Context: an optimization exercise on an open-source flow, tuned for small area. The choices shown serve that exercise and are no tape-out recipe. In this exercise RTL edits were held to simulation tests only and were not proved equivalent to the original. Power is estimated from default activity; no workload was simulated.

==> flow/design.v, too long to show whole: its modules and the start of the top module <==
// module Solve: 3670 lines
module Solve(clk, rst, halt, prepare, start, next, switcher, sw2, auto, keep, length, now, debug, dataput, dataput2, wrong, solved, fakeclick, score, wwmodi, ready
, wfresh, wcolorp, wBLOn, nnote0, wnotex, wnotey, wperc, endpass);
  // ...
==> flow/flow/run.sh <==
#!/bin/bash
# The standard layout (standard.sh: the standard synthesis and ORFS),
# with three changes to how the layout is made:
# - the port buffers are sky130_fd_sc_hd__buf_1, the smallest buffer cell;
# - global placement stays timing-driven but does not keep the resizer's
#   changes (GPL_KEEP_OVERFLOW=0); the later repair steps fix what is left;
# - the clock tree uses clkbuf_8 buffers and no dummy loads.
# ORFS writes each tool's log under orfs/logs/; make's own output goes to
# standard.log here.
export BUFFER_PORTS_ARGS="-buffer_cell sky130_fd_sc_hd__buf_1"
export GPL_KEEP_OVERFLOW=0
export CTS_ARGS="-sink_clustering_enable -repair_clock_nets -dont_use_dummy_load -buf_list sky130_fd_sc_hd__clkbuf_16 -sink_clustering_size 40 -sink_clustering_max_diameter 200 -sink_clustering_levels 1"
bash standard.sh > standard.log 2>&1
==> flow/standard.sh <==
#!/bin/bash
# synth_recipe.tcl (not shown) runs the flow's synth.tcl, then flattens the netlist and writes it again
# the make line also repeats each setting of config.mk as NAME=value (left out here)
make -C /OpenROAD-flow-scripts/flow DESIGN_CONFIG=/design/flow/config.mk WORK_HOME=/design/flow/orfs CLKGATE_MAP_FILE= SYNTH_SCRIPT=/design/flow/synth_recipe.tcl "${@:-finish}"
==> flow/config.mk <==
export PLATFORM = sky130hd
export DESIGN_NAME = Solve
export DESIGN_NICKNAME = Solve
export VERILOG_FILES = /design/flow/design.v
export SDC_FILE = /design/flow/constraint.sdc
export NUM_CORES = 4
export LEC_CHECK = 0
export ABC_AREA = 1
export CAP_MARGIN = 20
export CORE_MARGIN = 2
export CORE_UTILIZATION = 60
export SLEW_MARGIN = 20
export SYNTH_MEMORY_MAX_BITS = 65536
==> flow/constraint.sdc <==
create_clock -name core_clock -period 10.0 [get_ports {clk}]
set_input_delay 2.0000 -clock core_clock [delete_from_list [all_inputs] [get_ports {clk}]]
set_output_delay 2.0000 -clock core_clock [all_outputs]
set_load 0.01 [all_outputs]
==> flow_summary.rst, run 1 <==
.. list-table::
   :header-rows: 1

   * - Metric
     - Value
   * - Total power
     - between 2 and 3 mW
   * - Final-report setup violation count
     - 0
   * - Placed inst area
     - approximately 14,000 um2
   * - Status
     - finished clean
   * - HPWL Detailed
     - ~36,000 um
   * - Count of placed standard cells in the final layout, fillers left out
     - approximately 2,300
   * - Number of buffers inserted during clock tree synthesis
     - 17
   * - Antenna Cells
     - 0
   * - Worst hold slack after final layout
     - between 400 and 500 ps
   * - Top post-synthesis cells by count
     - sky130_fd_sc_hd__nand2_1, sky130_fd_sc_hd__inv_1, sky130_fd_sc_hd__nor2_1
   * - Period minus WS final
     - between 9000 and 10,000 ps
   * - Number of global-route vias before repair
     - about 13,000
   * - Post-synthesis cell count
     - around 1,900
   * - Top layer reached by signal wires
     - met4
   * - Via-per-instance ratio
     - between 6 and 7
   * - Synthesis warning total
     - 1
   * - Sequential element share of the synthesized area
     - 25.01%
   * - Synthesized-area fraction occupied by and/or/nand/nor cells
     - between 20% and 30%
   * - Die boundary width
     - between 150 and 200 um
   * - Arrival @ worst endpoint
     - around 7600 ps
   * - Global routing usage on met2
     - between 60% and 70%
   * - Total number of H-tree levels
     - 4
   * - Fill cell instance count of the final layout
     - 2,037
   * - Comb pwr share
     - between 50% and 60%
   * - Finished Cell Area
     - about 14,000 um2
   * - Largest fanout on the critical path
     - 15
   * - Clock share of power
     - about 17%
   * - Starting density of the core
     - 60.89%
   * - Worst slew slack as a fraction of its limit
     - about 22%
   * - Layout inverter count without the clock tree
     - roughly 310
   * - Required time reported for the critical path endpoint
     - about 8000 ps
   * - Synth Flop Type
     - sky130_fd_sc_hd__dfxtp_1
   * - Met1 Track Usage GR
     - 50.12%
   * - Post-CTS sizing
     - 0
   * - Logic depth of the worst setup path including buffers
     - 33
   * - DRC Markers
     - 0
   * - Number of antenna violations at the first check in global routing
     - 0
   * - LEAKAGE
     - approximately 6.5 nW
   * - Post-route setup TNS
     - 0 ps
   * - Synth top area cells
     - sky130_fd_sc_hd__dfxtp_1, sky130_fd_sc_hd__edfxtp_1, sky130_fd_sc_hd__nand2_1
   * - Worst Hold Endpoint
     - judger_rm[3]$_SDFFE_PP0P_
==> inputs of run 2 (changes only) <==
--- a/flow/flow/run.sh
+++ b/flow/flow/run.sh
@@ -11,3 +11,3 @@
 export GPL_KEEP_OVERFLOW=0
-export CTS_ARGS="-sink_clustering_enable -repair_clock_nets -dont_use_dummy_load -buf_list sky130_fd_sc_hd__clkbuf_16 -sink_clustering_size 40 -sink_clustering_max_diameter 200 -sink_clustering_levels 1"
+export CTS_ARGS="-sink_clustering_enable -repair_clock_nets -dont_use_dummy_load -buf_list sky130_fd_sc_hd__clkbuf_8 -sink_clustering_size 16"
 bash standard.sh > standard.log 2>&1
==> flow_summary.rst, run 2 <==
.. list-table::
   :header-rows: 1

   * - Metric
     - Value
   * - Most frequent standard cell in the layout excluding fill and tap cells
     - sky130_fd_sc_hd__nand2_1
   * - Total congestion overflow after global routing
     - 0
   * - Crit path max-delay cell type
     - sky130_fd_sc_hd__dfxtp_1
   * - Top-area cell type share of the netlist area
     - 14.10%
   * - DRC Markers
     - 0 (unchanged)
   * - Worst Reg2Reg Path Length in Cells
     - 30
   * - Total number of placement rows
     - 54
   * - Status
     - finished clean
   * - Maximum buffer depth of the clock tree
     - 2
   * - Io pins
     - roughly 230
   * - Fraction of final layout cells with drive strength greater than 1
     - 3.963%
   * - Finished Cell Area
     - 13,890 um2 (-1.3%)
   * - Antenna Cells
     - 0 (unchanged)
   * - Total number of H-tree levels
     - 4 (unchanged)
   * - Start point of the critical path
     - cur[1]$_SDFFE_PP1P_
   * - Clock insertion delay at the later pin of the skew report
     - approximately 460 ps
   * - HPWL Detailed
     - 35,720 um (unchanged)
   * - Number of sinks handled by clock tree synthesis
     - ~140
   * - Post-synthesis cell count
     - 1,925 (unchanged)
   * - Synth top area cells
     - sky130_fd_sc_hd__dfxtp_1, sky130_fd_sc_hd__edfxtp_1, sky130_fd_sc_hd__nand2_1
   * - Fill cell instance count of the final layout
     - 2,073 (+1.8%)
   * - Commonest cells after routing, fill and taps aside
     - sky130_fd_sc_hd__nand2_1, sky130_fd_sc_hd__inv_1, sky130_fd_sc_hd__nor2_1, sky130_fd_sc_hd__buf_1, sky130_fd_sc_hd__o21ai_0
   * - Number of enable flip-flop cells after synthesis
     - 48
   * - Comb pwr share
     - 54.8% (+3.2 points)
   * - Maximum cell stage delay along the critical path
     - ~700 ps
   * - Total wirelength of the detailed-routed design
     - 44,970 um
   * - Most frequent cell after synthesis
     - sky130_fd_sc_hd__nand2_1
   * - Starting density of the core
     - 60.89% (unchanged)
   * - Number of antenna violations at the first check in global routing
     - 0 (unchanged)
   * - Worst hold path cell count
     - 2
   * - P_int
     - around 1.4 mW
   * - Total area of sequential cells
     - ~3300 um2
   * - RSZ-0062 raised after global routing
     - no
   * - Iteration-0 DRC count of the detailed router
     - ~1,700
   * - Detail Route Antenna Nets
     - 0
   * - Avg Inst Size Synth
     - roughly 6.9 um2
   * - Min-Delay Path Class
     - reg2reg
   * - Worst slew slack as a fraction of its limit
     - 22.55% (+0.39 points)
   * - Die boundary width
     - 152.4 um (unchanged)
   * - Clock Pin Slew Worst Setup and Hold Paths
     - about 70 ps
   * - Flop pwr share
     - about 33%
   * - CTS tree
     - built
   * - Sequential element share of the synthesized area
     - 25.01% (unchanged)
   * - Worst hold slack after final layout
     - 480.0 ps (+2.532 ps)
   * - Buffers on Ports
     - 189
   * - GRT Util Overall
     - between 30% and 40%
   * - Reg2reg end
     - tn[15]$_DFF_P_
   * - Share of synthesized flip-flops with an asynchronous set or reset
     - 0%
   * - Footprint of the multi-input gates
     - 8069 um2
   * - Final-report setup violation count
     - 0 (unchanged)
   * - Max frequency
     - approximately 0.10 GHz
   * - Library cell appearing most often on the critical path
     - sky130_fd_sc_hd__fa_1
   * - LEAKAGE
     - 6.452 nW (-1.3%)
   * - Maximum Capacitance Violations
     - 0
   * - Slew of the pin with the lowest slew margin
     - 1160 ps
   * - Core outline area
     - 21,690 um2
   * - Overall via count from detail_route
     - between 10,000 and 15,000
   * - CP Class
     - reg2out
   * - Synthesized area
     - 13,210 um2
   * - Count of placed standard cells in the final layout, fillers left out
     - 2,324 (unchanged)
   * - Final cycle utilization of the critical path
     - between 90% and 100%
   * - Required time reported for the critical path endpoint
     - 8000 ps (about the same)
   * - Overall die area
     - 23,210 um2
   * - First-pass GRT wire length
     - 69,900 um
   * - Synthesis warning total
     - 1 (unchanged)
   * - P_sw
     - 1.403 mW
   * - Number of max-slew violations in the final report
     - 0
   * - Final cell utilization of the core
     - 64.04%
   * - Synth Flop Type
     - sky130_fd_sc_hd__dfxtp_1
   * - P per Cell Area
     - roughly 200 nW/um2
   * - Hold violation total from the final report
     - 0
   * - Post-route setup TNS
     - 0 ps (unchanged)
   * - Pin count of the biggest net entering global routing
     - 35
   * - Arrival @ worst endpoint
     - 7600 ps (-30 ps)
   * - Kind of start point of the critical path
     - flip-flop
   * - Clock share of power
     - 12.0% (-4.9 points)
   * - Synth area leader
     - sky130_fd_sc_hd__dfxtp_1
   * - Vertical die dimension
     - approximately 150 um
   * - Top post-synthesis cells by count
     - sky130_fd_sc_hd__nand2_1, sky130_fd_sc_hd__inv_1, sky130_fd_sc_hd__nor2_1
   * - Clock skew
     - roughly 28 ps
   * - Largest fanout on the critical path
     - 15 (unchanged)
   * - Largest vdd supply drop
     - roughly 0.087 mV
   * - Library cells used by synthesis
     - 63
   * - Root cell of the clock tree
     - sky130_fd_sc_hd__clkbuf_8
   * - Setup slack of the most critical reg-to-reg path
     - about 2500 ps
   * - Number of iterations in the first detailed-routing pass
     - 6
   * - Hold Crit Start
     - judger_rm[3]$_SDFFE_PP0P_
   * - Period minus WS final
     - 9605 ps (-26.22 ps)
   * - Number of flip-flops and latches in the synthesized netlist
     - between 100 and 150
   * - Placed inst area
     - 13,650 um2 (unchanged)
   * - Wire length per cell after detailed routing
     - ~19 um
   * - Proportion of total power due to net switching
     - about half
   * - Critical path endpoint category
     - primary output
   * - Number of buffers inserted for hold repair after clock tree synthesis
     - 0
   * - Placed Instances
     - roughly 2,300
   * - Count of nets after finishing
     - between 2,000 and 2,500
   * - Number of global-route vias before repair
     - 13,260 (-0.39%)
   * - Number of buffers inserted during clock tree synthesis
     - 17 (unchanged)
   * - Worst Hold Endpoint
     - judger_rm[3]$_SDFFE_PP0P_
   * - Relative area change from synthesis to final layout
     - 5.173%
   * - Reg2Reg Launch Point
     - cur[5]$_SDFFE_PP1P_
   * - Via-per-instance ratio
     - 6.074 (about the same)
   * - Weighted congestion at the end of routability-driven global placement
     - ~1.1
[run 2: cell counts after synthesis]
Identical to the previous run, type by type.
[run 2: layer usage]
layer | wire, um | global-route usage (%) | vias up | part of all wire [%]
li1 | - | - | 6509 | -
met1 | 17330 | 49.92 | 6390 | 39
met2 | 19830 | 59.74 | 1037 | 44
met3 | 5757 | 8.248 | 180 | 13
met4 | 2057 | 16.87 | 0 | 4.6
met5 | 0 | 0 | - | 0
[run 2: power groups by stage]
stage	Sequential, mW	Combinational, mW	Clock, mW
floorplan	0.857	1.12	0
global placement	0.939	1.46	0
detailed placement	0.941	1.51	0
CTS	0.929	1.52	0.343
global route	0.951	1.73	0.364
finish	0.938	1.55	0.340
[run 2: critical path, delay by kind of cell (launching register included)]
kind            cells  cell delay [ps]
flops               1              710
simple gates        7              860
buf+inv             9             1180
compound gates      5              690
fa+ha+maj          12             3660
[run 2: cell families (layout without fill, tap and decap cells)]
logic type / after synthesis / after routing / share of synthesized area, %
compound gates: 420 / 420 / 18.88
xor+xnor: 17 / 17 / 1.127
fa+ha+maj: 129 / 129 / 14.78
buf+inv: 440 / 522 / 14.94
flops: 141 / 141 / 25.01
other cells: 1 / 38 / 0.02840
simple gates: 777 / 777 / 25.23
[run 2: per-stage QoR]
step / power, mW / worst slack [ps]
floorplan: 1.977 / 1436
global placement: 2.398 / 720.6
detailed placement: 2.448 / 534.1
CTS: 2.789 / 390.0
global route: 3.049 / 9.326
finish: 2.824 / 395.4
[run 2: worst max-delay path by stage]
stage	to	depth (start not counted)
CTS	dataput[14]	31
finish	dataput[14]	33
global route	dataput[14]	28
floorplan	dataput[14]	26
global placement	dataput[14]	27
detailed placement	dataput[14]	27
[run 2: layout make-up]
| type | count | area share, % |
|---|---|---|
| Timing Repair Buffer | 191 | 5.351 |
| Sequential cell | 141 | 23.83 |
| Inverter | 314 | 8.522 |
| Clock buffer | 17 | 1.685 |
| Multi-Input combinational cell | 1381 | 58.09 |
| Tap cell | 280 | 2.522 |
[run 2: repair_timing]
item                                   CTS  global route
setup buffers                            0             0
resized for setup                        0             3
endpoints found under the hold margin    0             0
setup endpoints to repair                0             3

==> port drivers added, routing unchanged <==
The flow's constraints put no driver on any port. The routed layouts listed below were extracted and timed again, unchanged, in two steps. Step 1 sets driving cells, clkbuf_16 on the clock port and buf_2 on the other inputs (assumed; they add their load-dependent delay and slew). Step 2 moves the port delays by t, midway between the first and last clock arrival at a register: inputs arrive t later, outputs are due t later. That takes back most of the time a late clock gives input paths. Slacks: ideal ports / drivers / drivers and shift; pairs: ideal ports / drivers.
run	shift t [ns]	slack for setup (ns)	worst setup path at the end
run 1	0.468	0.369 / 0.319 / 0.421	input to output
run 2	0.497	0.395 / 0.348 / 0.427	input to output
After both steps every run listed still meets setup and hold.
